Source: an optimization exercise on an open RTL-to-GDS flow (aim: small area, a short achievable clock period and few clock cycles per item). Production flows keep margins and buffers that such runs may drop. At most, simulation tests tie the RTL to the original design; equivalence was not proved. The RTL of runs 1 and 2 was laid out without a check of its function. Power and IR drop assume default switching activity.

`config.mk`:
```
export PLATFORM = sky130hd
export DESIGN_NAME = BSW
export DESIGN_NICKNAME = BSW
export VERILOG_FILES = /design/flow/design.v
export SDC_FILE = /design/flow/constraint.sdc
export NUM_CORES = 8
export LEC_CHECK = 0
export ABC_AREA = 1
export CAP_MARGIN = 50
export CORE_MARGIN = 2
export CORE_UTILIZATION = 40
export SLEW_MARGIN = 50
```
`constraint.sdc`:
```
create_clock -name core_clock -period 24.0 [get_ports {clk}]
set_input_delay 4.8000 -clock core_clock [delete_from_list [all_inputs] [get_ports {clk}]]
set_output_delay 4.8000 -clock core_clock [all_outputs]
set_load 0.01 [all_outputs]
```
`design.v`:
```
module BSW (
    clk, rst, start,
    i_Q, i_R,
    o_Q_al,
    o_R_al,
    detail_info,
    done
);
    input clk, rst;
    input  [2:0] i_Q, i_R;
    input  start;
    output [2:0] o_Q_al, o_R_al;
    output [8:0] detail_info;
    output done;
    localparam [1:0] C_STOP = 2'd0, C_I = 2'd1, C_D = 2'd2, C_G = 2'd3;
    integer k;
    function ge8;
        input [7:0] a, b;
        reg [7:0] g, l;
        reg [3:0] g1, l1;
        reg [1:0] g2, l2;
        integer t;
        begin
            g = a & ~b;
            l = ~a & b;
            for (t = 0; t < 4; t = t + 1) begin
                g1[t] = g[2*t+1] | (~l[2*t+1] & g[2*t]);
                l1[t] = l[2*t+1] | (~g[2*t+1] & l[2*t]);
            end
            for (t = 0; t < 2; t = t + 1) begin
                g2[t] = g1[2*t+1] | (~l1[2*t+1] & g1[2*t]);
                l2[t] = l1[2*t+1] | (~g1[2*t+1] & l1[2*t]);
            end
            ge8 = ~(l2[1] | (~g2[1] & l2[0]));
        end
    endfunction
    function [11:0] pe_cell;
        input [3:0] ta, tb;
        input noA, noB, mt, c0, c1;
        reg aGEb, selM, sat, hz;
        reg [3:0] tmx;
        reg [2:0] tu, tv;
        reg [1:0] v, code;
        reg [3:0] tdl, tdu;
        reg [4:0] xv;         
        begin
            if (noA) begin
                aGEb = 1'b0; tmx = tb;
            end else if (noB) begin
                aGEb = 1'b1; tmx = ta;
            end else begin
                aGEb = &(ta | ~tb); tmx = ta | tb;
            end
            selM = mt ? tmx[3] : tmx[0];
            tu   = selM ? tmx[3:1] : (mt ? 3'b111 : 3'b000);
            sat  = c0 & ~tu[0];
            tv   = {tu[2:1], tu[0] | sat};
            v    = {tv[1], tv[2] | (tv[0] & ~tv[1])};
            hz   = (c0 & ~tu[1]) | (c1 & ~tu[0]);
            if (hz)        code = C_STOP;
            else if (selM) code = aGEb ? C_I : C_D;
            else           code = c0 ? C_STOP : C_G;
            xv   = {1'b0, tv, 1'b1};
            tdl[0] = (~tb[0] | xv[1]) & (~tb[1] | xv[2]) & (~tb[2] | xv[3]) & ~tb[3];
            tdl[1] = xv[1] & (~tb[0] | xv[2]) & (~tb[1] | xv[3]) & ~tb[2];
            tdl[2] = xv[2] & (~tb[0] | xv[3]) & ~tb[1];
            tdl[3] = xv[3] & ~tb[0];
            tdu[0] = (~ta[0] | xv[1]) & (~ta[1] | xv[2]) & (~ta[2] | xv[3]) & ~ta[3];
            tdu[1] = xv[1] & (~ta[0] | xv[2]) & (~ta[1] | xv[3]) & ~ta[2];
            tdu[2] = xv[2] & (~ta[0] | xv[3]) & ~ta[1];
            tdu[3] = xv[3] & ~ta[0];
            pe_cell = {code, v, tdl, tdu};
        end
    endfunction
    function [7:0] addv;
        input [7:0] C;
        input [1:0] v;
        reg [1:0] lo;
        reg [5:0] hi, hip, him;
        reg cyp, cym;
        integer t;
        begin
            lo  = {~(C[1] ^ v[1] ^ (C[0] | v[0])), ~(C[0] ^ v[0])};
            hi  = C[7:2];
            for (t = 0; t < 6; t = t + 1) begin
                hip[t] = hi[t] ^ (t == 0 ? 1'b1 : &(hi | ~((6'd1 << t) - 6'd1)));
                him[t] = hi[t] ^ (t == 0 ? 1'b1 : ~|(hi & ((6'd1 << t) - 6'd1)));
            end
            cyp = C[1] & v[1] & (C[0] | v[0]);
            cym = ~(C[1] | C[0] | v[1] | v[0]);
            addv = {cyp ? hip : cym ? him : hi, lo};
        end
    endfunction
    reg       run;           
    reg [7:0] cyc;           
    always @(posedge clk or posedge rst) begin
        if (rst) begin
            run <= 1'b0;
            cyc <= 8'd0;
        end else if (!run) begin
            if (start) run <= 1'b1;
            cyc <= 8'd0;
        end else if (cyc != 8'hff) begin
            cyc <= cyc + 8'd1;
        end
    end
    reg in_phase, sc_phase;
    always @(posedge clk or posedge rst) begin
        if (rst) begin
            in_phase <= 1'b1;
            sc_phase <= 1'b0;
        end else if (!run) begin
            in_phase <= 1'b1;
            sc_phase <= 1'b0;
        end else begin
            if (cyc == 8'd62) in_phase <= 1'b0;
            if (cyc == 8'd2)  sc_phase <= 1'b1;
            if (cyc == 8'd66) sc_phase <= 1'b0;
        end
    end
    reg [2:0] m_lo;          
    reg [2:0] m_hi;          
    always @(posedge clk) begin
        m_lo <= {m_lo[1:0], sc_phase};
        m_hi <= {m_hi[1:0], m_hi[0] || (run && cyc == 8'd63)};
        if (!sc_phase) m_hi <= 3'd0;
    end
    wire m_ge1 = m_lo[0], m_ge2 = m_lo[1], m_ge3 = m_lo[2];
    wire m_le60 = !m_hi[0], m_le61 = !m_hi[1], m_le62 = !m_hi[2];
    wire [5:0] ve, vo;
    assign ve[0] = sc_phase && m_ge2 && m_le61;
    assign ve[1] = sc_phase && m_ge1 && m_le62;
    assign ve[2] = sc_phase;
    assign ve[3] = sc_phase && m_ge1 && m_le62;
    assign ve[4] = sc_phase && m_ge2 && m_le61;
    assign ve[5] = sc_phase && m_ge3 && m_le60;
    assign vo[0] = sc_phase && m_ge2 && m_le60;
    assign vo[1] = sc_phase && m_ge1 && m_le61;
    assign vo[2] = sc_phase && m_le62;
    assign vo[3] = sc_phase && m_le62;
    assign vo[4] = sc_phase && m_ge1 && m_le61;
    assign vo[5] = sc_phase && m_ge2 && m_le60;
    reg [127:0] qv, rv;
    wire [1:0] q_in = in_phase ? i_Q[1:0] : qv[127:126];
    wire [1:0] r_in = in_phase ? i_R[1:0] : rv[127:126];
    always @(posedge clk) begin
        qv <= {qv[125:0], q_in};
        rv <= {rv[125:0], r_in};
    end
    wire [129:0] qx = {qv, q_in};         
    wire [129:0] rx = {rv, r_in};
    reg  [5:0] mt_e, mt_o;
    always @(posedge clk) begin
        for (k = 0; k < 6; k = k + 1) begin
            mt_e[k] <= (qx[2*(5-k) +: 2] == rx[2*(1+k) +: 2]);
            mt_o[k] <= (qx[2*(5-k) +: 2] == rx[2*k +: 2]);
        end
    end
    reg  [47:0] hpe, hpo;     
    reg  [23:0] dlo, duo;     
    wire [47:0] he, ho;
    wire [23:0] dle, due, dlo_n, duo_n;
    wire [11:0] ce_w, co_w;
    genvar p;
    generate
        for (p = 0; p < 6; p = p + 1) begin : g_pe
            wire mte = mt_e[p];
            wire mto = mt_o[p];
            wire [7:0] Ce  = hpe[8*p +: 8];
            wire       ce0 = (Ce == 8'd0);
            wire       ce1 = (Ce == 8'd1);
            wire [3:0] tae = dlo[4*p +: 4];
            wire [3:0] tbe;
            if (p == 5) begin : g_b5
                assign tbe = 4'b0001;
            end else begin : g_bn
                assign tbe = duo[4*(p+1) +: 4];
            end
            wire [11:0] re = pe_cell(tae, tbe, 1'b0, p == 5, mte, ce0, ce1);
            wire [7:0]  He = addv(Ce, re[9:8]);
            assign he[8*p +: 8]   = ve[p] ? He : 8'd0;
            assign ce_w[2*p +: 2] = re[11:10];
            assign dle[4*p +: 4]  = ve[p] ? re[7:4] : 4'b0001;
            assign due[4*p +: 4]  = ve[p] ? re[3:0] : 4'b0001;
            wire [7:0] Co  = hpo[8*p +: 8];
            wire       co0 = (Co == 8'd0);
            wire       co1 = (Co == 8'd1);
            wire [3:0] tao;
            if (p == 0) begin : g_a0
                assign tao = 4'b0001;
            end else begin : g_an
                assign tao = dle[4*(p-1) +: 4];
            end
            wire [11:0] ro = pe_cell(tao, due[4*p +: 4], p == 0, 1'b0, mto, co0, co1);
            wire [1:0] vo_ = ro[9:8];
            wire [7:0] Ho  = addv(Co, vo_);
            assign ho[8*p +: 8]    = vo[p] ? Ho : 8'd0;
            assign co_w[2*p +: 2]  = ro[11:10];
            assign dlo_n[4*p +: 4] = vo[p] ? ro[7:4] : 4'b0001;
            assign duo_n[4*p +: 4] = vo[p] ? ro[3:0] : 4'b0001;
        end
    endgenerate
    always @(posedge clk) begin
        hpe <= he;
        hpo <= ho;
        dlo <= dlo_n;
        duo <= duo_n;
    end
    reg  [383:0] bank0, bank1, bank2, bank3;
    wire [23:0]  new_word = {co_w, ce_w};
    always @(posedge clk) begin
        bank0 <= {bank3[359:0], sc_phase ? new_word : bank3[383:360]};
        bank1 <= bank0;
        bank2 <= bank1;
        bank3 <= bank2;
    end
    reg [95:0] mh;
    reg [47:0] mi;
    reg [23:0] s1_h;
    reg [11:0] s1_i;         
    reg [7:0]  best_h;
    reg [5:0]  best_w;
    reg        best_par;
    reg [2:0]  best_p;
    always @(*) begin
        for (k = 0; k < 6; k = k + 1) begin
            mh[8*k +: 8]     = hpe[8*k +: 8]; mi[4*k +: 4]     = {1'b0, k[2:0]};
            mh[8*(k+6) +: 8] = hpo[8*k +: 8]; mi[4*(k+6) +: 4] = {1'b1, k[2:0]};
        end
        for (k = 0; k < 6; k = k + 1) begin
            if (ge8(mh[8*(2*k) +: 8], mh[8*(2*k+1) +: 8])) begin
                mh[8*k +: 8] = mh[8*(2*k) +: 8];   mi[4*k +: 4] = mi[4*(2*k) +: 4];
            end else begin
                mh[8*k +: 8] = mh[8*(2*k+1) +: 8]; mi[4*k +: 4] = mi[4*(2*k+1) +: 4];
            end
        end
        for (k = 0; k < 3; k = k + 1) begin
            if (ge8(mh[8*(2*k) +: 8], mh[8*(2*k+1) +: 8])) begin
                mh[8*k +: 8] = mh[8*(2*k) +: 8];   mi[4*k +: 4] = mi[4*(2*k) +: 4];
            end else begin
                mh[8*k +: 8] = mh[8*(2*k+1) +: 8]; mi[4*k +: 4] = mi[4*(2*k+1) +: 4];
            end
        end
    end
    wire [7:0] g0 = s1_h[7:0], g1 = s1_h[15:8], g2 = s1_h[23:16];
    wire c01 = ge8(g0, g1), c02 = ge8(g0, g2), c12 = ge8(g1, g2);
    wire b0  = !ge8(best_h, g0), b1 = !ge8(best_h, g1), b2 = !ge8(best_h, g2);
    wire t0  = b0 && c01 && c02;
    wire t1  = b1 && !c01 && c12;
    wire t2  = b2 && !c02 && !c12;
    wire [7:0] h63 = hpe[23:16];
    wire w63 = run && (cyc == 8'd67) && !ge8(best_h, h63) && !ge8(g0, h63)
               && !ge8(g1, h63) && !ge8(g2, h63);
    wire s2_phase = run && (cyc >= 8'd5) && (cyc <= 8'd67);
    wire       upd     = s2_phase && (t0 || t1 || t2);
    wire [5:0] w_now   = cyc[5:0] - 6'd5;
    wire [5:0] best_wn = w63 ? 6'd63 : upd ? w_now : best_w;    
    always @(posedge clk) begin
        s1_h <= mh[23:0];
        s1_i <= mi[11:0];
        if (!run) begin
            best_h   <= 8'd0;
            best_w   <= 6'd0;
            best_par <= 1'b0;
            best_p   <= 3'd2;          
        end else if (w63) begin
            best_h <= h63; best_w <= 6'd63; best_par <= 1'b0; best_p <= 3'd2;
        end else if (upd) begin
            best_w <= w_now;
            if (t0) begin
                best_h <= g0; best_par <= s1_i[3];  best_p <= s1_i[2:0];
            end else if (t1) begin
                best_h <= g1; best_par <= s1_i[7];  best_p <= s1_i[6:4];
            end else begin
                best_h <= g2; best_par <= s1_i[11]; best_p <= s1_i[10:8];
            end
        end
    end
    reg        tbf;                     
    reg        tb_act;
    reg        rc;                      
    reg        shift_r;                 
    reg [3:0]  blk;                     
    reg [5:0]  cin_e, cin_o;            
    reg [5:0]  base;
    wire       tb_go = tbf || tb_act;
    wire [3:0] bE    = best_w[5:2];
    wire [1:0] rot   = base[1:0];
    reg  [63:0] oh;                     
    function [23:0] sel16x24;
        input [383:0] v;
        input [15:0] s;
        integer a;
        begin
            sel16x24 = 24'd0;
            for (a = 0; a < 16; a = a + 1)
                sel16x24 = sel16x24 | (v[24*a +: 24] & {24{s[a]}});
        end
    endfunction
    wire [95:0] bank_out = {sel16x24(bank3, oh[63:48]), sel16x24(bank2, oh[47:32]),
                            sel16x24(bank1, oh[31:16]), sel16x24(bank0, oh[15:0])};
    wire [95:0] wd;                       
    genvar j;
    generate
        for (j = 0; j < 4; j = j + 1) begin : g_rot
            wire [1:0] jj = j;
            wire [1:0] bj = rot + 2'd3 - jj;
            assign wd[24*j +: 24] = bank_out[24*bj +: 24];
        end
    endgenerate
    always @(posedge clk or posedge rst) begin
        if (rst) begin
            tbf    <= 1'b0;
            tb_act <= 1'b0;
        end else begin
            tbf <= run && (cyc == 8'd67);
            if (!run) tb_act <= 1'b0;
            else if (tb_go) tb_act <= !found;
        end
    end
    reg [5:0] base_n;
    wire [3:0] rhi_n = base_n[5:2] + 4'd1;
    always @(*) begin
        if (cyc == 8'd67)
            base_n = 6'd61 - {best_wn[5:2], 2'b00};
        else if (tb_go)
            base_n = base + 6'd5;
        else if (st0)
            base_n = base - 6'd7;
        else
            base_n = shift_r ? base - 6'd3 : base + 6'd1;
    end
    always @(posedge clk) begin
        base <= base_n;
        if (cyc == 8'd67)   blk <= best_wn[5:2];
        else if (tb_go)     blk <= blk - 4'd1;
        else if (st0)       blk <= blk + 4'd2;
        else if (shift_r)   blk <= blk + 4'd1;
        for (k = 0; k < 64; k = k + 1)
            oh[k] <= (((k / 16) < base_n[1:0]) ? rhi_n : base_n[5:2]) == (k % 16);
    end
    reg  [5:0]  oE, oO;
    reg  [5:0]  cE, cO;
    reg  [15:0] blk_path;                
    reg  [47:0] stop_hit;                
    reg  [23:0] w;
    integer kk, q;
    wire [3:0] cst_r;
    wire       inj = tbf || (rc && blk == bE);
    always @(*) begin
        if (inj) begin
            cE = 6'd0; cO = 6'd0;
        end else if (rc) begin
            for (q = 0; q < 6; q = q + 1) begin
                cE[q] = (cst_r == q + 1);
                cO[q] = (cst_r == q + 7);
            end
        end else begin
            cE = cin_e; cO = cin_o;
        end
        blk_path = 16'd0;
        stop_hit = 48'd0;
        oE = 6'd0; oO = 6'd0;
        for (kk = 3; kk >= 0; kk = kk - 1) begin
            w = wd[24*kk +: 24];
            for (q = 0; q < 6; q = q + 1)
                oO[q] = cO[q] | (inj && best_w[1:0] == kk && best_par && best_p == q);
            for (q = 0; q < 6; q = q + 1) begin
                oE[q] = cE[q] | (inj && best_w[1:0] == kk && !best_par && best_p == q)
                      | (oO[q] && w[12 + 2*q +: 2] == C_D);
                if (q < 5)
                    oE[q] = oE[q] | (oO[q + 1] && w[12 + 2*(q+1) +: 2] == C_I);
            end
            for (q = 0; q < 6; q = q + 1) begin
                cE[q] = oE[q] && w[2*q +: 2] == C_G;
                cO[q] = (oO[q] && w[12 + 2*q +: 2] == C_G)
                      | (oE[q] && w[2*q +: 2] == C_I);
                if (q > 0)
                    cO[q] = cO[q] | (oE[q - 1] && w[2*(q-1) +: 2] == C_D);
            end
            for (q = 0; q < 6; q = q + 1) begin
                if (oE[q])
                    blk_path[4*kk +: 2] = blk_path[4*kk +: 2]
                        | {w[2*q +: 2] != C_D, w[2*q +: 2] != C_I};
                if (oO[q])
                    blk_path[4*kk + 2 +: 2] = blk_path[4*kk + 2 +: 2]
                        | {w[12 + 2*q +: 2] != C_D, w[12 + 2*q +: 2] != C_I};
                stop_hit[12*kk + q]     = oE[q] && w[2*q +: 2] == C_STOP;
                stop_hit[12*kk + 6 + q] = oO[q] && w[12 + 2*q +: 2] == C_STOP;
            end
        end
    end
    wire found = |stop_hit;
    reg [1:0] f_k;
    reg       f_par;
    reg [2:0] f_p;
    always @(*) begin
        f_k = 2'd0; f_par = 1'b0; f_p = 3'd0;
        for (k = 0; k < 48; k = k + 1) begin
            if (k / 12 == 1 || k / 12 == 3) f_k[0] = f_k[0] | stop_hit[k];
            if (k / 12 >= 2)                f_k[1] = f_k[1] | stop_hit[k];
            if ((k % 12) >= 6)              f_par  = f_par  | stop_hit[k];
            if ((k % 6) & 1)                f_p[0] = f_p[0] | stop_hit[k];
            if ((k % 6) & 2)                f_p[1] = f_p[1] | stop_hit[k];
            if ((k % 6) & 4)                f_p[2] = f_p[2] | stop_hit[k];
        end
    end
    always @(posedge clk) begin
        cin_e <= cE;
        cin_o <= cO;
    end
    reg [63:0] cst;
    reg [3:0]  cin_x;
    always @(*) begin
        cin_x = 4'd0;
        for (q = 0; q < 6; q = q + 1) begin
            if (cin_e[q]) cin_x = cin_x | (q + 1);
            if (cin_o[q]) cin_x = cin_x | (q + 7);
        end
    end
    always @(posedge clk) begin
        for (k = 0; k < 16; k = k + 1)
            if (tb_act && blk == k) cst[4*k +: 4] <= cin_x;
    end
    assign cst_r = cst[4*blk +: 4];
    reg [15:0] pcur, pnext, pprev;
    reg        st0;              
    reg [3:0]  s_b;
    reg [1:0]  s_k;
    reg        s_par;
    reg [2:0]  s_p;
    reg        sa_act;           
    reg [6:0]  sa_d;             
    reg [5:0]  sa_qp, sa_rp;     
    reg        sb_end;
    reg        sb_q, sb_r;
    reg [2:0]  dcnt;
    reg        done_r;
    reg [2:0]  oq, orr;
    reg [8:0]  det;
    wire [5:0] s_w  = {s_b, s_k};
    wire [6:0] s_i  = {1'b0, s_w} + s_p - 7'd2;
    wire [6:0] s_j  = {1'b0, s_w} + 7'd2 - s_p + s_par;
    wire [6:0] s_d  = {s_w, s_par};
    wire [6:0] e_i  = {1'b0, best_w} + best_p - 7'd2;
    wire [6:0] e_j  = {1'b0, best_w} + 7'd2 - best_p + best_par;
    wire [6:0] e_d  = {best_w, best_par};
    wire [6:0] cd   = st0 ? s_d : sa_d;
    function [1:0] mux64x2;
        input [127:0] v;
        input [5:0] s;
        reg [127:0] t;
        integer a, l;
        begin
            t = v;
            for (l = 0; l < 6; l = l + 1)
                for (a = 0; a < (32 >> l); a = a + 1)
                    t[2*a +: 2] = s[l] ? t[2*(2*a+1) +: 2] : t[2*(2*a) +: 2];
            mux64x2 = t[1:0];
        end
    endfunction
    wire [31:0] win  = {pnext, pcur};
    wire [3:0]  i1   = {1'b0, cd[2:0]} + 4'd1;
    wire [3:0]  i2   = {1'b0, cd[2:0]} + 4'd2;
    wire [1:0]  e1   = win[2*i1 +: 2];
    wire [1:0]  e2   = win[2*i2 +: 2];
    wire        use1 = (e1 != 2'b00);
    wire [1:0]  nc   = use1 ? e1 : e2;
    wire [6:0]  nd   = use1 ? cd + 7'd1 : cd + 7'd2;
    wire        shift = (st0 || sa_act) && !last && (nd[6:3] != cd[6:3]);
    wire       last = (cd == e_d);
    wire [5:0] cqp = st0 ? cyc[5:0] - s_i[5:0] : sa_qp;
    wire [5:0] crp = st0 ? cyc[5:0] - s_j[5:0] : sa_rp;
    always @(posedge clk or posedge rst) begin
        if (rst) begin
            st0    <= 1'b0;
            sa_act <= 1'b0;
            sb_end <= 1'b0;
            done_r <= 1'b0;
            dcnt   <= 3'd0;
        end else if (!run) begin
            st0    <= 1'b0;
            sa_act <= 1'b0;
            sb_end <= 1'b0;
            done_r <= 1'b0;
            dcnt   <= 3'd0;
        end else begin
            st0 <= tb_go && found;
            if (st0 || sa_act) begin
                sa_act <= !last;
                sb_end <= last;
            end
            if (st0) done_r <= 1'b1;
            if ((st0 || done_r) && dcnt != 3'd7) dcnt <= dcnt + 3'd1;
        end
    end
    always @(posedge clk) begin
        if (tb_go) begin
            s_b   <= blk;
            s_k   <= f_k;
            s_par <= f_par;
            s_p   <= f_p;
        end
        if (st0 || sa_act) begin
            sb_q  <= nc[1];
            sb_r  <= nc[0];
            sa_d  <= nd;
            sa_qp <= cqp + {5'd0, !nc[1]};
            sa_rp <= crp + {5'd0, !nc[0]};
        end
    end
    always @(posedge clk) begin
        pprev <= blk_path;
        if (tb_go) begin
            pcur  <= blk_path;
            pnext <= pprev;
        end else if (shift) begin
            pcur  <= pnext;
        end else if (rc) begin
            pnext <= blk_path;
        end
    end
    always @(posedge clk or posedge rst) begin
        if (rst) begin
            shift_r <= 1'b0;
            rc      <= 1'b0;
        end else begin
            shift_r <= run && shift;
            rc      <= run && shift_r;
        end
    end
    wire       o_q = st0 | sb_q;
    wire       o_r = st0 | sb_r;
    wire [1:0] qb  = mux64x2(qv, cqp);
    wire [1:0] rb  = mux64x2(rv, crp);
    always @(posedge clk) begin
        if (sb_end && !st0) begin
            oq  <= 3'd0;
            orr <= 3'd0;
        end else begin
            oq  <= o_q ? ((qb == 2'd0) ? 3'd4 : {1'b0, qb}) : 3'd5;
            orr <= o_r ? ((rb == 2'd0) ? 3'd4 : {1'b0, rb}) : 3'd5;
        end
        case (dcnt)
            3'd0: det <= {2'b0, s_i};
            3'd1: det <= {2'b0, s_j};
            3'd2: det <= {2'b0, e_i};
            3'd3: det <= {2'b0, e_j};
            3'd4: det <= {1'b0, best_h};
            default: det <= 9'd0;
        endcase
    end
    assign o_Q_al      = oq;
    assign o_R_al      = orr;
    assign detail_info = det;
    assign done        = done_r;
endmodule
```
`flow/run.sh`:
```
#!/bin/bash
# Standard layout, with the port buffers made of buf_4 cells instead of the
# cell buffer_ports picks by default. Make's full output goes to flow.log;
# each tool's own logs stay under orfs/logs.
set -euo pipefail
export BUFFER_PORTS_ARGS="-buffer_cell sky130_fd_sc_hd__buf_4"
bash standard.sh > flow.log 2>&1
```
`standard.sh`:
```
#!/bin/bash
# synth_recipe.tcl (not shown) runs the flow's synth.tcl, then flattens the netlist and writes it again
# the make line also repeats each setting of config.mk as NAME=value (left out here)
make -C /OpenROAD-flow-scripts/flow DESIGN_CONFIG=/design/flow/config.mk WORK_HOME=/design/flow/orfs CLKGATE_MAP_FILE= SYNTH_SCRIPT=/design/flow/synth_recipe.tcl "${@:-finish}"
```
==> flow_summary.json, run 1 <==
{
  "outcome": "no timing/DRC/antenna violations",
  "synth_cell_types": 72,
  "fmax_mhz": 157.9,
  "grt_usage": 0.2823,
  "insertion_delay_ns": 0.93,
  "synth_fp_nets": 9504,
  "start_util": 0.4027,
  "ctsHtreeMaxLevel": 4,
  "dr.pass1.iters": 9,
  "p_sw_w": 0.006585,
  "numCtsBuffers": 222,
  "clkTransAtPathRegs_ns": 0.07,
  "cts_buffer_depth": 3,
  "finalSetupViolations": 0,
  "cpMaxStageDelayCell": "dfxtp_4",
  "crit_fanout": 62,
  "rsz0062_at_grt": "false",
  "die_y_um": 452.8,
  "num_rows": 164,
  "yosys-top-cells-count": "nand2_1, dfxtp_1, nor2_1",
  "setup_tns_ns": 0,
  "grt_max_degree": 69,
  "seq_area_um2": 46810,
  "multi_input_area_um2": 29540,
  "wl_per_cell_um": 24.08,
  "worst_hold_slack_ns": 0.2892,
  "cpPeakStageDelay_ns": 0.78,
  "final_util": 0.4601,
  "synth_edf_count": 129,
  "nNetsFinal": 9591,
  "crit_type": "flip-flop to flip-flop",
  "final_cell_area_um2": 92050,
  "dpl_cell_area_um2": 84140,
  "routabilityCongestion": 0.9961,
  "grt_overflow_total": 0,
  "slew_headroom": 0.4341,
  "crit_required_ns": 24.61,
  "ir_drop_v": 0.0001366,
  "ys_seq_elements": 2263,
  "hp-class": "flip-flop to flip-flop",
  "intPower_w": 0.008644,
  "setup_ws_ns": 17.67,
  "core_area_um2": 200100,
  "die_w_um": 452.8,
  "syn_inst": 9393,
  "finalCritPeriodShare": 0.2639,
  "worstMarginPinSlew_ns": 0.8400,
  "synth-main-ff-cell": "dfxtp_1",
  "synthTopCellsByArea": "dfxtp_1, nand2_1, edfxtp_1",
  "portBuffers": 21,
  "viasPerCell": 5.461,
  "place_ws_ns": 17.81,
  "p_per_area_nw_per_um2": 165.4,
  "grt_pass1_vias": 63727,
  "p_clk_frac": 0.241,
  "ant_nets": 0,
  "critPathTopFamily": "simple AND/OR/NAND/NOR gates",
  "clock_sinks": 2263,
  "drc": 0,
  "grt_antenna_before_repair": 30,
  "nFillCells": 19194,
  "swShare": 0.4324,
  "yosys.cell_count.top_type": "nand2_1",
  "timing.rr.start": "base[0]",
  "drt_iter0_drc": 7462,
  "cts_setup_buffers": 0,
  "seq_power_share": 0.380,
  "crit_buf_inv": 6,
  "yosysSeqAreaShare": 0.5797,
  "yosys_warnings": 1,
  "arrival_ns": 6.95,
  "hold_path_startpoint": "bank3[297]",
  "syn_avg_cell_area_um2": 8.578,
  "hold_buffers": 0,
  "finalMaxSlewViolations": 0,
  "cap_violations": 0,
  "dp_hpwl_um": 195500,
  "cp_common_cell": "nand2_1",
  "synth_top_cell_area_share": 0.5247,
  "drive_gt1_frac": 0.08012,
  "skew_ns": 0.09486,
  "endpoint_kind": "flip-flop",
  "cts_tree": "yes",
  "die_area_um2": 205000,
  "cts_resized": 0,
  "p_leak_nw": 39.90,
  "syn_area_um2": 80580,
  "cts.root.buffer_cell": "clkbuf_16",
  "cp-start-kind": "flip-flop",
  "hold_viol": 0,
  "pwr-share-comb": 0.379,
  "crit_start": "base[0]",
  "pin_count": 25,
  "yosysTopAreaCell": "dfxtp_1",
  "period_needed_ns": 6.333,
  "synthArstFlopShare": 0.009722,
  "wl_um": 296700,
  "area_growth_pct": 14.25,
  "grt_first_pass_wirelength_um": 425700,
  "num_vias": 67296
}
## kinds of logic after synthesis
group                    after synthesis  share of synthesized area
flip-flops                          2263                     0.5797
XOR/XNOR                              89                   0.009674
AO/OA/AOI/OAI                       1451                     0.1120
adder cells (fa/ha/maj)              102                    0.01640
other                                  1                 0.00004654
buffers and inverters               1129                    0.05652
AND/OR/NAND/NOR                     4348                     0.2243
multiplexers                          10                   0.001398
## area by class of cell
| cell class | instances | area share |
|---|---|---|
| Clock buffer | 316 | 0.07077 |
| Antenna cell | 6 | 0.0001631 |
| Multi-Input combinational cell | 6001 | 0.3209 |
| Tap cell | 2656 | 0.03610 |
| Timing Repair Buffer | 157 | 0.01509 |
| Inverter | 835 | 0.03420 |
| Sequential cell | 2263 | 0.5085 |
| Clock inverter | 88 | 0.01433 |
## metrics by stage
stage,instances,total power (W)
after floorplan,9393,0.008966
after global placement,11896,0.01124
after detailed placement,11911,0.01140
after CTS,12315,0.01507
after global routing,12318,0.01599
final,12322,0.01523
## sequential cells by signal, indices dropped and copies added, names as in the netlist, 24 cells and up
signal and cells:
cst 64, bank0 384, qv 128, dlo 24, s1_h 24, rv 128, bank2 384, hpe 48
bank1 384, oh 64, bank3 384, hpo 48
## cells in the final DEF, fill, tap and decap left out, types with 30 or more instances in the layout
master and instances:
a22o_1 99, o22ai_1 118, nor3_1 114, xnor2_1 31, a21oi_1 279, buf_4 121, nand2_2 44, o221ai_1 45
o21ai_0 490, nand3_1 320, clkbuf_8 50, a221oi_1 76, inv_1 809, o21ai_1 60, nor4_1 30, ha_1 95
nand4_1 216, clkbuf_1 39, nor2_1 861, o211ai_1 44, clkbuf_16 227, nand2_1 2652, xor2_1 58, dfxtp_2 56
o32ai_1 34, dfxtp_1 2048, clkinv_2 37, a31oi_1 53, edfxtp_1 129
## power groups by stage
stage | logic (W) | clock network (W) | registers [W]
after CTS | 0.00561 | 0.00369 | 0.00576
final | 0.00577 | 0.00367 | 0.00579
after detailed placement | 0.00558 | 0 | 0.00582
after global placement | 0.00543 | 0 | 0.00581
after floorplan | 0.00348 | 0 | 0.00548
after global routing | 0.00624 | 0.00385 | 0.00589
## worst reg2reg max path, delay by kind of cell, from the launching register on
| kind | cells | cell delay [ns] |
|---|---|---|
| buffers and inverters | 6 | 1.64 |
| DFF | 1 | 0.78 |
| AOI/OAI and AO/OA | 1 | 0.47 |
| and+or+nand+nor | 21 | 2.90 |
| adders and majority gates | 1 | 0.30 |
## metal layers
metal	track usage	vias up	part of all wire
li1	-	31127	-
met1	0.3784	32207	0.42
met2	0.4329	3244	0.43
met3	0.05797	710	0.096
met4	0.1372	8	0.055
met5	0	-	0.00079
## final timing paths
check / cells past startpoint / slack [ns] / to
worst max-delay path: 29 / 17.67 / pnext[0]
worst min-delay path: 0 / 0.29 / bank0[321]
worst max register to register: 29 / 17.67 / pnext[0]
worst min register to register: 0 / 0.29 / bank0[321]
max in group asynchronous: 2 / 19.53 / sc_phase
min in group asynchronous: 2 / 4.03 / done_r
==> run 2, diff against run 1 <==
==> run.sh (new file) <==
#!/bin/bash
# synth_recipe.tcl (not shown) runs the flow's synth.tcl, then flattens the netlist and writes it again
# the make line also repeats each setting of config.mk as NAME=value (left out here)
make -C /OpenROAD-flow-scripts/flow DESIGN_CONFIG=/design/flow/config.mk WORK_HOME=/design/flow/orfs CLKGATE_MAP_FILE= SYNTH_SCRIPT=/design/flow/synth_recipe.tcl finish
removed: flow/run.sh
removed: standard.sh
==> run 2 against run 1 <==
Largest cell class unchanged. Clock power grew 1%. Highest routed layer unchanged. Synthesized area unchanged. Critical path type is now flip-flop to output pin. Register-to-register slack better by 0.38 ns. Still clean. Count of clock-buffer cells in the layout decreased by 1. Critical endpoint is now done. Synthesized cell count unchanged. Worst setup slack worse by 0.37 ns. Via count fell by 0.38%. Die area unchanged. Global-route usage is 0.075 points higher. Routed wire length barely moved. Final cell count hardly changed.
==> flow_summary.json, run 2 <==
{
  "cts_setup_buffers": 0,
  "area_growth_pct": 14.47,
  "synth-main-ff-cell": "dfxtp_1",
  "wl_per_cell_um": 24.09,
  "synthArstFlopShare": 0.009722,
  "layout_common_cells": "nand2_1, dfxtp_1, nor2_1, inv_1, o21ai_0",
  "yosys_warnings": 1,
  "hold_buffers": 0,
  "period_needed_ns": 6.702,
  "multi_input_area_um2": 29610,
  "yosys.cell_count.top_type": "nand2_1",
  "die_w_um": 452.8,
  "crit_buf_inv": 1,
  "insertion_delay_ns": 0.94,
  "core_area_um2": 200100,
  "crit_required_ns": 19.20,
  "skew_ns": 0.1248,
  "finalMaxSlewViolations": 0,
  "crit_fanout": 2,
  "arrival_ns": 1.90,
  "drt_iter0_drc": 6971,
  "seq_area_um2": 46810,
  "grt_usage": 0.2831,
  "ctsHtreeMaxLevel": 4,
  "synth_top_cell_area_share": 0.5247,
  "p_leak_nw": 39.90,
  "synth_cell_types": 72,
  "cts_tree": "yes",
  "dp_cells": 11894,
  "grtUsageMet1": 0.3763,
  "grt_overflow_total": 0,
  "clkTransAtPathRegs_ns": 0.06,
  "routabilityCongestion": 1.024,
  "viasPerCell": 5.444,
  "path_cells": "clkdlybuf4s50_1",
  "grt_first_pass_wirelength_um": 424600,
  "cpMaxStageDelayCell": "clkdlybuf4s50_1",
  "dr.pass1.iters": 7,
  "cts.root.buffer_cell": "clkbuf_16",
  "met2_usage": 0.4283,
  "ant_nets": 0,
  "finalCritPeriodShare": 0.2792,
  "cpPeakStageDelay_ns": 0.66,
  "numCtsBuffers": 219,
  "p_per_area_nw_per_um2": 165.0,
  "critPathTopFamily": "buffers and inverters",
  "final_cell_area_um2": 92240,
  "instances_no_fill": 12314,
  "intPower_w": 0.008670,
  "portBuffers": 21,
  "seq_power_share": 0.379,
  "wl_um": 296700,
  "outcome": "no timing/DRC/antenna violations",
  "dpl_cell_area_um2": 84150,
  "yosys-top-cells-count": "nand2_1, dfxtp_1, nor2_1",
  "yosysTopAreaCell": "dfxtp_1",
  "synthTopCellsByArea": "dfxtp_1, nand2_1, edfxtp_1",
  "pwr-share-comb": 0.377,
  "grt_antenna_before_repair": 17,
  "crit_type": "flip-flop to output pin",
  "cap_violations": 0,
  "nNetsFinal": 9570,
  "hp-class": "flip-flop to flip-flop",
  "cts_resized": 0,
  "syn_avg_cell_area_um2": 8.578,
  "grt_max_degree": 76,
  "clock_sinks": 2263,
  "syn_area_um2": 80580,
  "hold_viol": 0,
  "drive_gt1_frac": 0.07770,
  "p_sw_w": 0.006548,
  "fmax_mhz": 149.2,
  "syn_inst": 9393,
  "die_y_um": 452.8,
  "p_clk_frac": 0.244,
  "num_rows": 164,
  "grt.busiest_layer": "met2",
  "grtUsageMet3": 0.06124,
  "yosysSeqAreaShare": 0.5797,
  "final_common_cell": "nand2_1",
  "num_vias": 67039,
  "synth_fp_nets": 9504,
  "drc": 0,
  "dp_hpwl_um": 195600,
  "synth_edf_count": 129,
  "endpoint_kind": "output pin",
  "worstMarginPinSlew_ns": 0.8549,
  "grt_pass1_vias": 63195,
  "finalSetupViolations": 0,
  "die_area_um2": 205000,
  "start_util": 0.4027,
  "cp-start-kind": "flip-flop",
  "rsz0062_at_grt": "false",
  "cts_buffer_depth": 3,
  "swShare": 0.4303,
  "nFillCells": 19176,
  "setup_tns_ns": 0,
  "ir_drop_v": 0.0001262,
  "ys_seq_elements": 2263,
  "slew_headroom": 0.4301,
  "power.total_w": 0.01522,
  "pin_count": 25
}
run 2: changes by cell type in the layout (fill, tap and decap cells not counted), moves of 4 or more:
cell | previous run | this run
clkdlybuf4s50_1 | 0 | 21
buf_6 | 26 | 31
clkbuf_8 | 50 | 56
clkbuf_16 | 227 | 220
buf_4 | 121 | 76
nor4_4 | 1 | 6
clkinv_2 | 37 | 41
nor4_1 | 30 | 24
o21ai_0 | 490 | 480
o21ai_1 | 60 | 70
bufinv_16 | 20 | 26
run 2: area by class of cell:
type,instances,area share
well taps,2656,0.03603
multi-input cells,6001,0.3210
clock buffers,315,0.06963
clock inverters,100,0.01700
diodes,5,0.0001357
flip-flops and latches,2263,0.5075
repair buffers,139,0.01453
inverters,835,0.03417
run 2: power groups by stage:
stage                     Combinational [W]  Sequential, W  Clock (W)
after detailed placement            0.00555        0.00581          0
after CTS                           0.00558        0.00575    0.00374
after global placement              0.00539        0.00580          0
final                               0.00573        0.00577    0.00371
after global routing                0.00622        0.00588    0.00391
after floorplan                     0.00348        0.00548          0
run 2: per-layer routing:
metal  share of wire  wire, um  up-vias
li1                -         -    31092
met1            0.42    124100    32083
met3           0.093     27620      754
met4           0.063     18630        6
met2            0.43    126200     3104
met5         0.00037       109        -
run 2: logic make-up after synthesis:
logic type / share of synthesized area
AOI/OAI and AO/OA: 0.1120
and+or+nand+nor: 0.2243
adders and majority gates: 0.01640
buffers and inverters: 0.05652
other: 0.00004654
DFF: 0.5797
xor gates and xnor gates: 0.009674
muxes: 0.001398
run 2: per-stage QoR:
stage               utilization  setup slack [ns]  hold slack [ns]
floorplan                     -             18.73           0.3259
global placement         0.4179             17.65           0.3288
detailed placement       0.4206             18.09           0.3317
CTS                      0.4606             17.26           0.2475
global route             0.4610             17.25           0.2598
finish                   0.4610             17.30           0.2575
run 2: final timing paths:
kind | depth (start not counted) | endpoint | start | slack [ns]
setup / recovery | 1 | done | done_r | 17.30
hold / removal | 0 | bank0[96] | bank3[72] | 0.26
setup reg to reg | 31 | pnext[0] | base[0] | 18.05
hold reg to reg | 0 | bank0[96] | bank3[72] | 0.26
max in group asynchronous | 2 | st0 | rst | 19.06
min in group asynchronous | 2 | done_r | rst | 4.46
==> run 3, diff against run 2 <==
--- a/design.v
+++ b/design.v
@@ -287,6 +287,7 @@
     wire [3:0] bE    = best_w[5:2];
     wire [1:0] rot   = base[1:0];
     reg  [63:0] oh;                     
+    reg  [15:0] rsel;                   
     function [23:0] sel16x24;
         input [383:0] v;
         input [15:0] s;
@@ -303,9 +304,10 @@
     genvar j;
     generate
         for (j = 0; j < 4; j = j + 1) begin : g_rot
-            wire [1:0] jj = j;
-            wire [1:0] bj = rot + 2'd3 - jj;
-            assign wd[24*j +: 24] = bank_out[24*bj +: 24];
+            assign wd[24*j +: 24] = (bank_out[23:0]  & {24{rsel[4*j]}})
+                                  | (bank_out[47:24] & {24{rsel[4*j+1]}})
+                                  | (bank_out[71:48] & {24{rsel[4*j+2]}})
+                                  | (bank_out[95:72] & {24{rsel[4*j+3]}});
         end
     endgenerate
     always @(posedge clk or posedge rst) begin
@@ -338,6 +340,8 @@
         else if (shift_r)   blk <= blk + 4'd1;
         for (k = 0; k < 64; k = k + 1)
             oh[k] <= (((k / 16) < base_n[1:0]) ? rhi_n : base_n[5:2]) == (k % 16);
+        for (k = 0; k < 16; k = k + 1)
+            rsel[k] <= ((base_n[1:0] + 2'd3 - (k / 4)) & 2'd3) == (k % 4);
     end
     reg  [5:0]  oE, oO;
     reg  [5:0]  cE, cO;
==> flow/run.sh (new file) <==
#!/bin/bash
# Standard layout, with the port buffers made of buf_4 cells instead of the
# cell buffer_ports picks by default. Make's full output goes to flow.log;
# each tool's own logs stay under orfs/logs.
set -euo pipefail
export BUFFER_PORTS_ARGS="-buffer_cell sky130_fd_sc_hd__buf_4"
bash standard.sh > flow.log 2>&1
==> standard.sh (new file) <==
#!/bin/bash
# synth_recipe.tcl (not shown) runs the flow's synth.tcl, then flattens the netlist and writes it again
# the make line also repeats each setting of config.mk as NAME=value (left out here)
make -C /OpenROAD-flow-scripts/flow DESIGN_CONFIG=/design/flow/config.mk WORK_HOME=/design/flow/orfs CLKGATE_MAP_FILE= SYNTH_SCRIPT=/design/flow/synth_recipe.tcl "${@:-finish}"
--- a/config.mk
+++ b/config.mk
@@ -9,4 +9,6 @@
 export CAP_MARGIN = 50
 export CORE_MARGIN = 2
 export CORE_UTILIZATION = 40
+export CTS_CLUSTER_DIAMETER = 80
+export CTS_CLUSTER_SIZE = 30
 export SLEW_MARGIN = 50
removed: run.sh
==> run 3 against run 2 <==
Cell area shrank 4.0%. Critical path type unchanged. Count of clock-buffer cells in the layout fell by 198. Largest cell class unchanged. Register-to-register slack improved by 0.50 ns. Synthesized area increased by 0.84%. First-iteration DRC count grew 3.9%. Maximum frequency grew 8.8%. Power decreased by 11%. Utilization is 2.3 points lower. Clock power is about 40% lower.
==> flow_summary.json, run 3 <==
{
  "outcome": "no timing/DRC/antenna violations",
  "drc": 0,
  "synthTopCellsByArea": "dfxtp_1, nand2_1, nor2_1",
  "path_cells": "buf_4",
  "synthArstFlopShare": 0.009704,
  "viasPerCell": 5.485,
  "cts_setup_buffers": 0,
  "synth_cell_types": 85,
  "nFillCells": 19666,
  "syn_area_um2": 81260,
  "synth_top_cell_area_share": 0.5213,
  "cts.root.buffer_cell": "clkbuf_16",
  "ir_drop_v": 0.00008308,
  "yosysSeqAreaShare": 0.5758,
  "finalMaxSlewViolations": 0,
  "cp-start-kind": "flip-flop",
  "final_common_cell": "nand2_1",
  "crit_type": "flip-flop to output pin",
  "p_per_area_nw_per_um2": 152.8,
  "cpMaxStageDelayCell": "dfrtp_1",
  "r2r-end": "pnext[1]",
  "arrival_ns": 1.36,
  "cap_violations": 0,
  "portBuffers": 21,
  "setup_tns_ns": 0,
  "synth_edf_count": 129,
  "hp-class": "flip-flop to flip-flop",
  "synth_fp_nets": 9532,
  "timing.rr.start": "oh[56]",
  "ctsHtreeMaxLevel": 3,
  "grt_antenna_before_repair": 19,
  "wl_per_cell_um": 24.57,
  "period_needed_ns": 6.158,
  "dr.pass1.iters": 6,
  "grt_usage": 0.2813,
  "crit_buf_inv": 1,
  "syn_avg_cell_area_um2": 8.625,
  "finalSetupViolations": 0,
  "wl_um": 297900,
  "hold_buffers": 0,
  "yosys.cell_count.top_type": "nand2_1",
  "grt_overflow_total": 0,
  "grt_max_degree": 69,
  "worst_hold_slack_ns": 0.3089,
  "crit_fanout": 2,
  "rsz0062_at_grt": "false",
  "layout_common_cells": "nand2_1, dfxtp_1, nor2_1, inv_1, o21ai_0",
  "num_rows": 165,
  "grt_pass1_vias": 62772,
  "crit_required_ns": 19.20,
  "clock_sinks": 2267,
  "finalCritPeriodShare": 0.2566,
  "skew_ns": 0.1091,
  "cp.depth": 1,
  "slew_headroom": 0.4504,
  "yosys_warnings": 1,
  "insertion_delay_ns": 0.84,
  "core_area_um2": 202100,
  "crit_start": "done_r",
  "drt_iter0_drc": 7246,
  "die_y_um": 454.7,
  "ys_seq_elements": 2267,
  "critPathTopFamily": "flip-flops",
  "syn_inst": 9421,
  "synth-main-ff-cell": "dfxtp_1",
  "drive_gt1_frac": 0.06658,
  "rr_worst_depth": 29,
  "die_w_um": 454.7,
  "hold_viol": 0,
  "yosysTopAreaCell": "dfxtp_1",
  "start_util": 0.4020,
  "worstMarginPinSlew_ns": 0.8213,
  "grt_first_pass_wirelength_um": 425300,
  "dp_hpwl_um": 201800,
  "cts_resized": 0,
  "cp-endpoint": "done",
  "yosys-top-cells-count": "nand2_1, dfxtp_1, nor2_1",
  "nNetsFinal": 9498,
  "fmax_mhz": 162.4,
  "cts_buffer_depth": 3,
  "numCtsBuffers": 104,
  "num_vias": 66486,
  "pin_count": 25,
  "p_leak_nw": 38.16,
  "clkTransAtPathRegs_ns": 0.11,
  "die_area_um2": 206800,
  "area_growth_pct": 9.025,
  "cpPeakStageDelay_ns": 0.40,
  "endpoint_kind": "output pin",
  "cts_tree": "yes",
  "routabilityCongestion": 1.044,
  "ant_nets": 0,
  "regToRegSetupSlack_ns": 18.55
}
-- run 3: changes by cell type in the layout (fill, tap and decap cells not counted), moves of 48 or more --
cell       previous run  this run
nor2_1              861      1139
a22o_1               99       152
clkbuf_16           220       105
nand2_1            2650      2309
clkbuf_8             56         8
buf_4                76       128
-- run 3: kinds of logic after synthesis --
kind of cell,share of synthesized area
AND/OR/NAND/NOR,0.2221
flip-flops,0.5758
AO/OA/AOI/OAI,0.1182
buffers and inverters,0.05810
adder cells (fa/ha/maj),0.01638
XOR/XNOR,0.009378
other,0.00004615
-- run 3: worst min-delay path by stage --
stage,from,to,slack [ns],depth (start not counted)
3_3_place_gp,rv[121],rv[123],0.33,0
3_5_place_dp,qv[94],qv[96],0.33,0
4_1_cts,bank1[344],bank2[344],0.32,0
2_1_floorplan,qv[102],qv[104],0.33,0
6_report,bank1[344],bank2[344],0.31,0
5_1_grt,bank1[344],bank2[344],0.32,0
-- run 3: report_power, final --
part / internal, W / switching, W / total [W] / leakage [nW]
Clock: 0.000921 / 0.00131 / 0.00224 / 1.71
Sequential: 0.00496 / 0.000874 / 0.00583 / 19.1
Combinational: 0.00152 / 0.00394 / 0.00546 / 17.3
-- run 3: through the flow --
stage | instance area [um2] | instances | power, W | setup WS [ns] | util
finish | 88590 | 12122 | 0.01353 | 17.84 | 0.4383
global route | 88580 | 12119 | 0.01426 | 17.78 | 0.4383
global placement | 84420 | 11943 | 0.01100 | 18.19 | 0.4177
detailed placement | 84990 | 11952 | 0.01121 | 18.46 | 0.4205
CTS | 88520 | 12118 | 0.01341 | 17.77 | 0.4380
floorplan | 81260 | 9421 | 0.008829 | 18.73 | -
-- run 3: metal layers --
| layer | vias to the layer above | track usage | part of all wire |
|---|---|---|---|
| li1 | 30938 | - | - |
| met1 | 32000 | 0.3687 | 0.41 |
| met2 | 2855 | 0.4396 | 0.43 |
| met3 | 687 | 0.05307 | 0.090 |
| met4 | 6 | 0.1495 | 0.062 |
| met5 | - | 0 | 0.00013 |
-- run 3: area by class of cell --
| cell class | count | area (um2) | share of cell area |
|---|---|---|---|
| Sequential cell | 2267 | 46900 | 0.5294 |
| Multi-Input combinational cell | 5984 | 30260 | 0.3416 |
| Tap cell | 2672 | 3343 | 0.03774 |
| Inverter | 878 | 3306 | 0.03731 |
| Clock buffer | 117 | 2753 | 0.03107 |
| Timing Repair Buffer | 152 | 1246 | 0.01407 |
| Clock inverter | 49 | 777.0 | 0.008771 |
| Antenna cell | 3 | 7.507 | 0.00008474 |
-- run 3: worst reg2reg max path: cells and delay by family, from the launching register on --
| kind | cells | cell delay [ns] |
|---|---|---|
| AND/OR/NAND/NOR | 25 | 3.52 |
| buffers and inverters | 2 | 0.49 |
| AO/OA/AOI/OAI | 2 | 0.63 |
| flip-flops | 1 | 0.56 |
Testbench counts of run 3, summed over its fixed seeds: cycles 48,779, items 320.
==> run 4, diff against run 3 <==
--- a/config.mk
+++ b/config.mk
@@ -9,6 +9,4 @@
 export CAP_MARGIN = 50
 export CORE_MARGIN = 2
 export CORE_UTILIZATION = 40
-export CTS_CLUSTER_DIAMETER = 80
-export CTS_CLUSTER_SIZE = 30
 export SLEW_MARGIN = 50
==> run 4 against run 3 <==
Global-route usage rose by 0.44 points. Synthesized cell count did not move. Sequential cell count did not move. Highest routed layer unchanged. Count of clock-buffer cells in the layout rose by 188. Critical endpoint unchanged. Die area did not move. Final cell count rose by 2.0%. Routed wire length rose by 1.5%. Sequential power barely moved. Sequential share of layout area fell by 2.4 points. First-iteration DRC count rose by 1.5%. Utilization rose by 2.1 points. Via count rose by 1.6%.
==> flow_summary.json, run 4 <==
{
  "outcome": "no timing/DRC/antenna violations",
  "portBuffers": 21,
  "path_cells": "buf_4",
  "finalMaxSlewViolations": 0,
  "fmax_mhz": 160.8,
  "yosys-top-cells-count": "nand2_1, dfxtp_1, nor2_1",
  "p_clk_frac": 0.242,
  "num_vias": 67535,
  "pwr-share-comb": 0.367,
  "syn_area_um2": 81260,
  "cts_tree": "yes",
  "endpoint_kind": "output pin",
  "crit_type": "flip-flop to output pin",
  "rsz0062_at_grt": "false",
  "pin_count": 25,
  "die_w_um": 454.7,
  "finalCritPeriodShare": 0.2592,
  "yosys.cell_count.top_type": "nand2_1",
  "p_per_area_nw_per_um2": 161.1,
  "synth_fp_nets": 9532,
  "layout_common_cells": "nand2_1, dfxtp_1, nor2_1, inv_1, o21ai_0",
  "syn_avg_cell_area_um2": 8.625,
  "p_sw_w": 0.006408,
  "dp_cells": 11952,
  "rr_worst_depth": 29,
  "cp-endpoint": "done",
  "synth_cell_types": 85,
  "regToRegSetupSlack_ns": 18.62,
  "slew_headroom": 0.4547,
  "arrival_ns": 1.42,
  "cts_buffer_depth": 3,
  "core_area_um2": 202100,
  "finalSetupViolations": 0,
  "crit_start": "done_r",
  "r2r-end": "st0",
  "seq_power_share": 0.391,
  "wl_per_cell_um": 24.46,
  "numCtsBuffers": 215,
  "crit_buf_inv": 1,
  "worstMarginPinSlew_ns": 0.8125,
  "final_cell_area_um2": 92750,
  "clock_sinks": 2267,
  "grt_overflow_total": 0,
  "dp_hpwl_um": 201800,
  "intPower_w": 0.008534,
  "grt_max_degree": 69,
  "wl_um": 302500,
  "routabilityCongestion": 1.044,
  "area_growth_pct": 14.15,
  "grt_pass1_vias": 64497,
  "drc": 0,
  "power.total_w": 0.01494,
  "num_rows": 165,
  "skew_ns": 0.1292,
  "crit_fanout": 2,
  "synth-main-ff-cell": "dfxtp_1",
  "insertion_delay_ns": 0.95,
  "period_needed_ns": 6.220,
  "viasPerCell": 5.462,
  "cap_violations": 0,
  "hp-class": "flip-flop to flip-flop",
  "ctsHtreeMaxLevel": 4,
  "crit_required_ns": 19.20,
  "synthTopCellsByArea": "dfxtp_1, nand2_1, nor2_1",
  "cp-start-kind": "flip-flop",
  "final_common_cell": "nand2_1",
  "cts_setup_buffers": 0,
  "synth_top_cell_area_share": 0.5213,
  "drive_gt1_frac": 0.08648,
  "yosys_warnings": 1,
  "syn_inst": 9421,
  "cts.root.buffer_cell": "clkbuf_16",
  "yosysTopAreaCell": "dfxtp_1",
  "swShare": 0.4288,
  "ys_seq_elements": 2267,
  "hold_viol": 0,
  "ir_drop_v": 0.00009141,
  "synth_edf_count": 129,
  "nFillCells": 19282,
  "dpl_cell_area_um2": 84990,
  "die_area_um2": 206800,
  "grt_usage": 0.2857,
  "worstHoldPathCells": 0,
  "nNetsFinal": 9609,
  "hold_buffers": 0,
  "critPathTopFamily": "flip-flops",
  "synthArstFlopShare": 0.009704,
  "p_leak_nw": 40.21,
  "grt_antenna_before_repair": 21,
  "cp.depth": 1,
  "ant_nets": 0,
  "cts_resized": 0,
  "timing.rr.start": "oh[56]",
  "start_util": 0.4020,
  "clkTransAtPathRegs_ns": 0.07,
  "grt_first_pass_wirelength_um": 431700,
  "setup_tns_ns": 0,
  "drt_iter0_drc": 7355,
  "cpMaxStageDelayCell": "dfrtp_1",
  "instances_no_fill": 12365,
  "die_y_um": 454.7,
  "cpPeakStageDelay_ns": 0.38,
  "dr.pass1.iters": 6,
  "yosysSeqAreaShare": 0.5758
}
-- run 4: kinds of logic after synthesis --
| kind of cell | synth area share |
|---|---|
| adders and majority gates | 0.01638 |
| other | 0.00004615 |
| xor gates and xnor gates | 0.009378 |
| and+or+nand+nor | 0.2221 |
| buffers and inverters | 0.05810 |
| AOI/OAI and AO/OA | 0.1182 |
| DFF | 0.5758 |
-- run 4: per-stage QoR --
stage / util / setup slack, ns / hold WS (ns)
floorplan: - / 18.73 / 0.3259
global placement: 0.4177 / 18.19 / 0.3281
detailed placement: 0.4205 / 18.46 / 0.3312
CTS: 0.4586 / 17.72 / 0.2583
global route: 0.4589 / 17.72 / 0.2697
finish: 0.4589 / 17.78 / 0.2332
-- run 4: worst min path at each step --
stage / from / to
final: bank2[155] / bank3[155]
after global routing: bank1[362] / bank2[362]
after floorplan: qv[102] / qv[104]
after global placement: rv[121] / rv[123]
after detailed placement: qv[94] / qv[96]
after CTS: bank2[155] / bank3[155]
-- run 4: cell type report --
class,count,area (um2),area share
sequential,2267,46900,0.5056
multi-input combinational,5984,30260,0.3263
clock buffer,305,6315,0.06808
tap,2672,3343,0.03605
inverter,878,3304,0.03563
clock inverter,104,1378,0.01485
timing repair buffer,152,1246,0.01344
antenna,3,7.507,0.00008094
-- run 4: power groups by stage --
stage	Sequential [W]	Clock [W]	Combinational, W
after floorplan	0.00546	0	0.00337
after global placement	0.00585	0	0.00516
after detailed placement	0.00588	0	0.00533
after CTS	0.00581	0.00364	0.00536
after global routing	0.00594	0.00379	0.00596
final	0.00585	0.00362	0.00548
-- run 4: layer usage --
| layer | track usage | share of wire |
|---|---|---|
| met2 | 0.4455 | 0.44 |
| met1 | 0.3662 | 0.40 |
| met4 | 0.1590 | 0.064 |
| met3 | 0.06369 | 0.096 |
| met5 | 0 | 0.00023 |
-- run 4: worst register-to-register path: cells and delay by family (launching register included) --
family          cells  cell delay, ns
buf+inv             3            0.54
compound gates      2            0.64
simple gates       24            3.56
flops               1            0.54
==> run 5, diff against run 4 <==
--- a/config.mk
+++ b/config.mk
@@ -9,4 +9,6 @@
 export CAP_MARGIN = 50
 export CORE_MARGIN = 2
 export CORE_UTILIZATION = 40
+export CTS_CLUSTER_DIAMETER = 60
+export CTS_CLUSTER_SIZE = 30
 export SLEW_MARGIN = 50
==> run 5 against run 4 <==
Die area unchanged. Via count decreased by 0.80%. Register-to-register slack got worse by 0.02 ns. Hold slack improved by 0.075 ns. Synthesized area unchanged. Critical path type unchanged. Largest power group unchanged.
==> flow_summary.json, run 5 <==
{
  "synthArstFlopShare": 0.009704,
  "slew_headroom": 0.4435,
  "core_area_um2": 202100,
  "pwr-share-comb": 0.389,
  "yosys-top-cells-count": "nand2_1, dfxtp_1, nor2_1",
  "viasPerCell": 5.486,
  "yosysSeqAreaShare": 0.5758,
  "dp_hpwl_um": 201800,
  "p_sw_w": 0.006319,
  "swShare": 0.4481,
  "ctsHtreeMaxLevel": 4,
  "cpMaxStageDelayCell": "dfrtp_1",
  "crit_buf_inv": 1,
  "insertion_delay_ns": 0.88,
  "die_y_um": 454.7,
  "rsz0062_at_grt": "false",
  "grt_max_degree": 69,
  "skew_ns": 0.07266,
  "finalMaxSlewViolations": 0,
  "grt_overflow_total": 0,
  "drt_iter0_drc": 6999,
  "arrival_ns": 1.38,
  "cts_resized": 0,
  "num_vias": 66992,
  "synth_cell_types": 85,
  "setup_tns_ns": 0,
  "grt_first_pass_wirelength_um": 426600,
  "hp-class": "flip-flop to flip-flop",
  "clkTransAtPathRegs_ns": 0.10,
  "die_area_um2": 206800,
  "syn_avg_cell_area_um2": 8.625,
  "finalSetupViolations": 0,
  "drc": 0,
  "endpoint_kind": "output pin",
  "start_util": 0.4020,
  "dr.pass1.iters": 6,
  "cts.root.buffer_cell": "clkbuf_16",
  "pin_count": 25,
  "cts_tree": "yes",
  "portBuffers": 21,
  "synth_edf_count": 129,
  "cp-start-kind": "flip-flop",
  "cpPeakStageDelay_ns": 0.39,
  "hold_buffers": 0,
  "ir_drop_v": 0.00008872,
  "synthTopCellsByArea": "dfxtp_1, nand2_1, nor2_1",
  "worstMarginPinSlew_ns": 0.8271,
  "wl_um": 299400,
  "final_util": 0.4463,
  "p_leak_nw": 38.93,
  "layout_common_cells": "nand2_1, dfxtp_1, nor2_1, inv_1, o21ai_0",
  "routabilityCongestion": 1.044,
  "crit_fanout": 2,
  "cts_buffer_depth": 3,
  "p_clk_frac": 0.198,
  "grt_usage": 0.2825,
  "yosysTopAreaCell": "dfxtp_1",
  "clock_sinks": 2267,
  "wl_per_cell_um": 24.52,
  "intPower_w": 0.007782,
  "synth_top_cell_area_share": 0.5213,
  "period_needed_ns": 6.178,
  "area_growth_pct": 11.02,
  "num_rows": 165,
  "drive_gt1_frac": 0.07508,
  "crit_required_ns": 19.20,
  "nNetsFinal": 9533,
  "synth-main-ff-cell": "dfxtp_1",
  "final_common_cell": "nand2_1",
  "seq_power_share": 0.414,
  "p_per_area_nw_per_um2": 156.3,
  "critPathTopFamily": "flip-flops",
  "finalCritPeriodShare": 0.2574,
  "die_w_um": 454.7,
  "yosys_warnings": 1,
  "numCtsBuffers": 138,
  "path_cells": "buf_4",
  "syn_area_um2": 81260,
  "synth_fp_nets": 9532,
  "cap_violations": 0,
  "outcome": "no timing/DRC/antenna violations",
  "hold_viol": 0,
  "cts_setup_buffers": 0,
  "yosys.cell_count.top_type": "nand2_1",
  "syn_inst": 9421,
  "grt_pass1_vias": 63109,
  "fmax_mhz": 161.9,
  "ant_nets": 0,
  "ys_seq_elements": 2267,
  "grt_antenna_before_repair": 19,
  "crit_type": "flip-flop to output pin"
}
==> run 5: per-layer routing <==
| metal | up-vias | routed length, um | part of all wire | track usage |
|---|---|---|---|---|
| met5 | - | 66 | 0.00022 | 0 |
| met4 | 10 | 18410 | 0.061 | 0.1488 |
| met3 | 712 | 27200 | 0.091 | 0.05655 |
| met2 | 3020 | 130200 | 0.44 | 0.4422 |
| met1 | 32147 | 123500 | 0.41 | 0.3681 |
| li1 | 31103 | - | - | - |
==> run 5: worst paths after layout <==
path	startpoint	to	slack, ns	cells after the start
setup / recovery	done_r	done	17.82	1
max in group asynchronous	rst	sc_phase	19.60	2
hold reg to reg	bank0[8]	bank1[8]	0.31	0
hold / removal	bank0[8]	bank1[8]	0.31	0
min in group asynchronous	rst	sa_act	3.99	2
setup reg to reg	oh[56]	pnext[1]	18.60	31
==> run 5: metrics by stage <==
step | hold WS [ns] | std cells | power (W) | setup WS, ns | cell area [um2]
CTS | 0.3177 | 12207 | 0.01397 | 17.77 | 90130
finish | 0.3078 | 12211 | 0.01410 | 17.82 | 90210
global placement | 0.3281 | 11943 | 0.01100 | 18.19 | 84420
floorplan | 0.3259 | 9421 | 0.008829 | 18.73 | 81260
detailed placement | 0.3312 | 11952 | 0.01121 | 18.46 | 84990
global route | 0.3163 | 12209 | 0.01484 | 17.79 | 90210
==> run 5: layout make-up <==
type,count,area (um2)
Fill cell,19485,111900
Antenna cell,2,5.005
Multi-Input combinational cell,5984,30270
Inverter,878,3306
Tap cell,2672,3343
Clock inverter,102,1484
Clock buffer,153,3655
Sequential cell,2267,46900
Timing Repair Buffer,153,1254
==> run 5: cell families after synthesis <==
group	after synthesis	synth area share
DFF	2267	0.5758
other	1	0.00004615
adders and majority gates	103	0.01638
buffers and inverters	1170	0.05810
xor gates and xnor gates	87	0.009378
AOI/OAI and AO/OA	1503	0.1182
and+or+nand+nor	4290	0.2221
==> run 5: power by group through the flow <==
| stage | registers (W) | clock network (W) | logic, W |
|---|---|---|---|
| finish | 0.00584 | 0.00279 | 0.00548 |
| floorplan | 0.00546 | 0 | 0.00337 |
| global route | 0.00593 | 0.00294 | 0.00596 |
| global placement | 0.00585 | 0 | 0.00516 |
| detailed placement | 0.00588 | 0 | 0.00533 |
| CTS | 0.00580 | 0.00281 | 0.00536 |
==> run 6, diff against run 5 <==
--- a/config.mk
+++ b/config.mk
@@ -6,9 +6,9 @@
 export NUM_CORES = 8
 export LEC_CHECK = 0
 export ABC_AREA = 1
-export CAP_MARGIN = 50
+export CAP_MARGIN = 20
 export CORE_MARGIN = 2
 export CORE_UTILIZATION = 40
-export CTS_CLUSTER_DIAMETER = 60
-export CTS_CLUSTER_SIZE = 30
-export SLEW_MARGIN = 50
+export CTS_CLUSTER_DIAMETER = 80
+export CTS_CLUSTER_SIZE = 25
+export SLEW_MARGIN = 20
==> run 6 against run 5 <==
Utilization shrank 1.0 points. Cell area shrank 2.3%. Clock skew grew 0.013 ns. Global-route usage shrank 0.14 points. Final cell count shrank 0.78%. Count of clock-buffer cells in the layout shrank 26. First-iteration DRC count grew 8.8%. Sequential share of layout area grew 1.2 points. Critical endpoint unchanged.
==> flow_summary.json, run 6 <==
{
  "cp-start-kind": "flip-flop",
  "crit_required_ns": 19.20,
  "slew_headroom": 0.1404,
  "p_leak_nw": 38.01,
  "die_area_um2": 206800,
  "cpMaxStageDelayCell": "dfrtp_1",
  "yosys_warnings": 1,
  "grt_antenna_before_repair": 19,
  "cts_buffer_depth": 3,
  "outcome": "no timing/DRC/antenna violations",
  "synthTopCellsByArea": "dfxtp_1, nand2_1, nor2_1",
  "layout_common_cells": "nand2_1, dfxtp_1, nor2_1, inv_1, o21ai_0",
  "dpl_cell_area_um2": 84440,
  "clkTransAtPathRegs_ns": 0.10,
  "r2r-end": "st0",
  "rsz0062_at_grt": "false",
  "cts_tree": "yes",
  "routabilityCongestion": 1.044,
  "num_rows": 165,
  "ir_drop_v": 0.00009074,
  "instances_no_fill": 12116,
  "arrival_ns": 1.37,
  "rr_worst_depth": 29,
  "core_area_um2": 202100,
  "insertion_delay_ns": 0.85,
  "yosysSeqAreaShare": 0.5758,
  "wl_per_cell_um": 24.62,
  "dr.pass1.iters": 8,
  "syn_area_um2": 81260,
  "hold_path_startpoint": "bank3[167]",
  "syn_avg_cell_area_um2": 8.625,
  "worstMarginPinSlew_ns": 1.278,
  "cap_violations": 0,
  "p_per_area_nw_per_um2": 152.9,
  "wl_um": 298300,
  "start_util": 0.4020,
  "path_cells": "buf_4",
  "final_common_cell": "nand2_1",
  "cts.root.buffer_cell": "clkbuf_16",
  "clock_sinks": 2267,
  "viasPerCell": 5.495,
  "synth_cell_types": 85,
  "grt_overflow_total": 0,
  "finalSetupViolations": 0,
  "finalCritPeriodShare": 0.2572,
  "regToRegSetupSlack_ns": 18.40,
  "ctsHtreeMaxLevel": 3,
  "cts_setup_buffers": 0,
  "synth_edf_count": 129,
  "timing.rr.start": "oh[28]",
  "grt_max_degree": 69,
  "synth-main-ff-cell": "dfxtp_1",
  "ys_seq_elements": 2267,
  "synthArstFlopShare": 0.009704,
  "drt_iter0_drc": 7614,
  "nNetsFinal": 9501,
  "yosys-top-cells-count": "nand2_1, dfxtp_1, nor2_1",
  "synth_top_cell_area_share": 0.5213,
  "ant_nets": 0,
  "syn_inst": 9421,
  "grt_first_pass_wirelength_um": 424800,
  "die_w_um": 454.7,
  "worstHoldPathCells": 0,
  "drive_gt1_frac": 0.05932,
  "skew_ns": 0.08528,
  "fmax_mhz": 162.0,
  "yosys.cell_count.top_type": "nand2_1",
  "hp-class": "flip-flop to flip-flop",
  "setup_tns_ns": 0,
  "area_growth_pct": 8.438,
  "period_needed_ns": 6.174,
  "critPathTopFamily": "flip-flops",
  "pin_count": 25,
  "hold_viol": 0,
  "dp_hpwl_um": 200600,
  "cts_resized": 0,
  "dp_cells": 11944,
  "num_vias": 66578,
  "grt_usage": 0.2811,
  "yosysTopAreaCell": "dfxtp_1",
  "endpoint_kind": "output pin",
  "finalMaxSlewViolations": 0,
  "crit_buf_inv": 1,
  "crit_fanout": 2,
  "numCtsBuffers": 114,
  "crit_start": "done_r",
  "cpPeakStageDelay_ns": 0.41,
  "grt_pass1_vias": 62473,
  "drc": 0,
  "final_cell_area_um2": 88110,
  "portBuffers": 21,
  "die_y_um": 454.7,
  "holdPathEnd": "bank0[191]",
  "synth_fp_nets": 9532,
  "hold_buffers": 0,
  "crit_type": "flip-flop to output pin"
}
==> run 6: cell types whose count changed in the layout (fill, tap and decap cells not counted), moves of 11 or more <==
cell / before / now
nor3_2: 23 / 12
nor3_1: 96 / 109
clkbuf_16: 142 / 116
clkinv_8: 21 / 5
buf_4: 129 / 143
o21ai_0: 474 / 488
nor4_1: 30 / 48
nor4_4: 11 / 0
inv_12: 14 / 3
o21ai_1: 34 / 23
inv_6: 23 / 7
buf_6: 15 / 0
==> run 6: worst max path at each step <==
stage | depth (start not counted) | slack, ns | end
after floorplan | 5 | 18.73 | mt_o[5]
after global placement | 2 | 18.19 | sc_phase
after detailed placement | 2 | 18.18 | sc_phase
after CTS | 1 | 17.77 | done
after global routing | 1 | 17.78 | done
final | 1 | 17.83 | done
==> run 6: per-stage QoR <==
stage          utilization  setup slack [ns]  hold WS, ns  total power (W)
3_5_place_dp        0.4178             18.18       0.3309          0.01111
2_1_floorplan            -             18.73       0.3259         0.008829
4_1_cts             0.4357             17.77       0.3193          0.01335
5_1_grt             0.4359             17.78       0.3266          0.01420
3_3_place_gp        0.4177             18.19       0.3281          0.01100
6_report            0.4360             17.83       0.3196          0.01347
==> run 6: logic make-up (layout without fill, tap and decap cells) <==
logic type | count (synthesis) | count (layout) | share of synthesized area
other | 1 | 5 | 0.00004615
AOI/OAI and AO/OA | 1503 | 1503 | 0.1182
xor gates and xnor gates | 87 | 87 | 0.009378
and+or+nand+nor | 4290 | 4290 | 0.2221
buffers and inverters | 1170 | 1189 | 0.05810
DFF | 2267 | 2267 | 0.5758
adders and majority gates | 103 | 103 | 0.01638
==> run 6: final cells by class <==
cell class	instances	area (um2)
clock buffer	127	2964
clock inverter	39	654.4
tap	2672	3343
fill	19639	114000
multi-input combinational	5984	29870
timing repair buffer	145	1094
inverter	878	3299
antenna	4	10.01
sequential	2267	46880
==> run 6: per-layer routing <==
layer / track usage / up-vias / part of all wire
li1: - / 30966 / -
met1: 0.3696 / 31968 / 0.41
met2: 0.4416 / 2977 / 0.44
met3: 0.05273 / 659 / 0.090
met4: 0.1417 / 8 / 0.058
met5: 0 / - / 0.00022
==> run 6: worst reg2reg max path: cells and delay by family (launching register included) <==
kind	cells	cell delay (ns)
AO/OA/AOI/OAI	3	1.03
buffers and inverters	2	0.46
flip-flops	1	0.59
AND/OR/NAND/NOR	24	3.43
==> run 6: power by group <==
group | switching (W) | internal, W | total (W) | leakage, nW
clock network | 0.00131 | 0.000953 | 0.00227 | 1.74
registers | 0.000869 | 0.00496 | 0.00583 | 19.1
logic | 0.00391 | 0.00147 | 0.00538 | 17.1

## afterwards: timing with drivers on the ports
How much do the figures lean on ideal ports? The routed layouts below were timed once more, with nothing changed but the port constraints.
Step 1, drivers: a clkbuf_16 drives clk and a buf_2 each remaining input, both assumed.
Step 2 times the ports against the registers' clock, not the clock port: input delays grow and output delays shrink by t, the midpoint of the rising clock arrivals with the driver on.
a / b / c = ideal ports / drivers / drivers and shift; a / b = the first two.
run	shift t [ns]	setup slack, ns
run 1	0.975	17.667 / 17.618 / 17.667
run 2	0.963	17.298 / 17.209 / 18.054
run 3	0.872	17.842 / 17.757 / 18.479
run 4	0.968	17.780 / 17.692 / 18.444
run 5	0.930	17.822 / 17.730 / 18.461
run 6	0.898	17.826 / 17.740 / 18.293
After both steps every run listed still meets setup and hold. The worst setup slack also covers recovery checks on asynchronous resets.
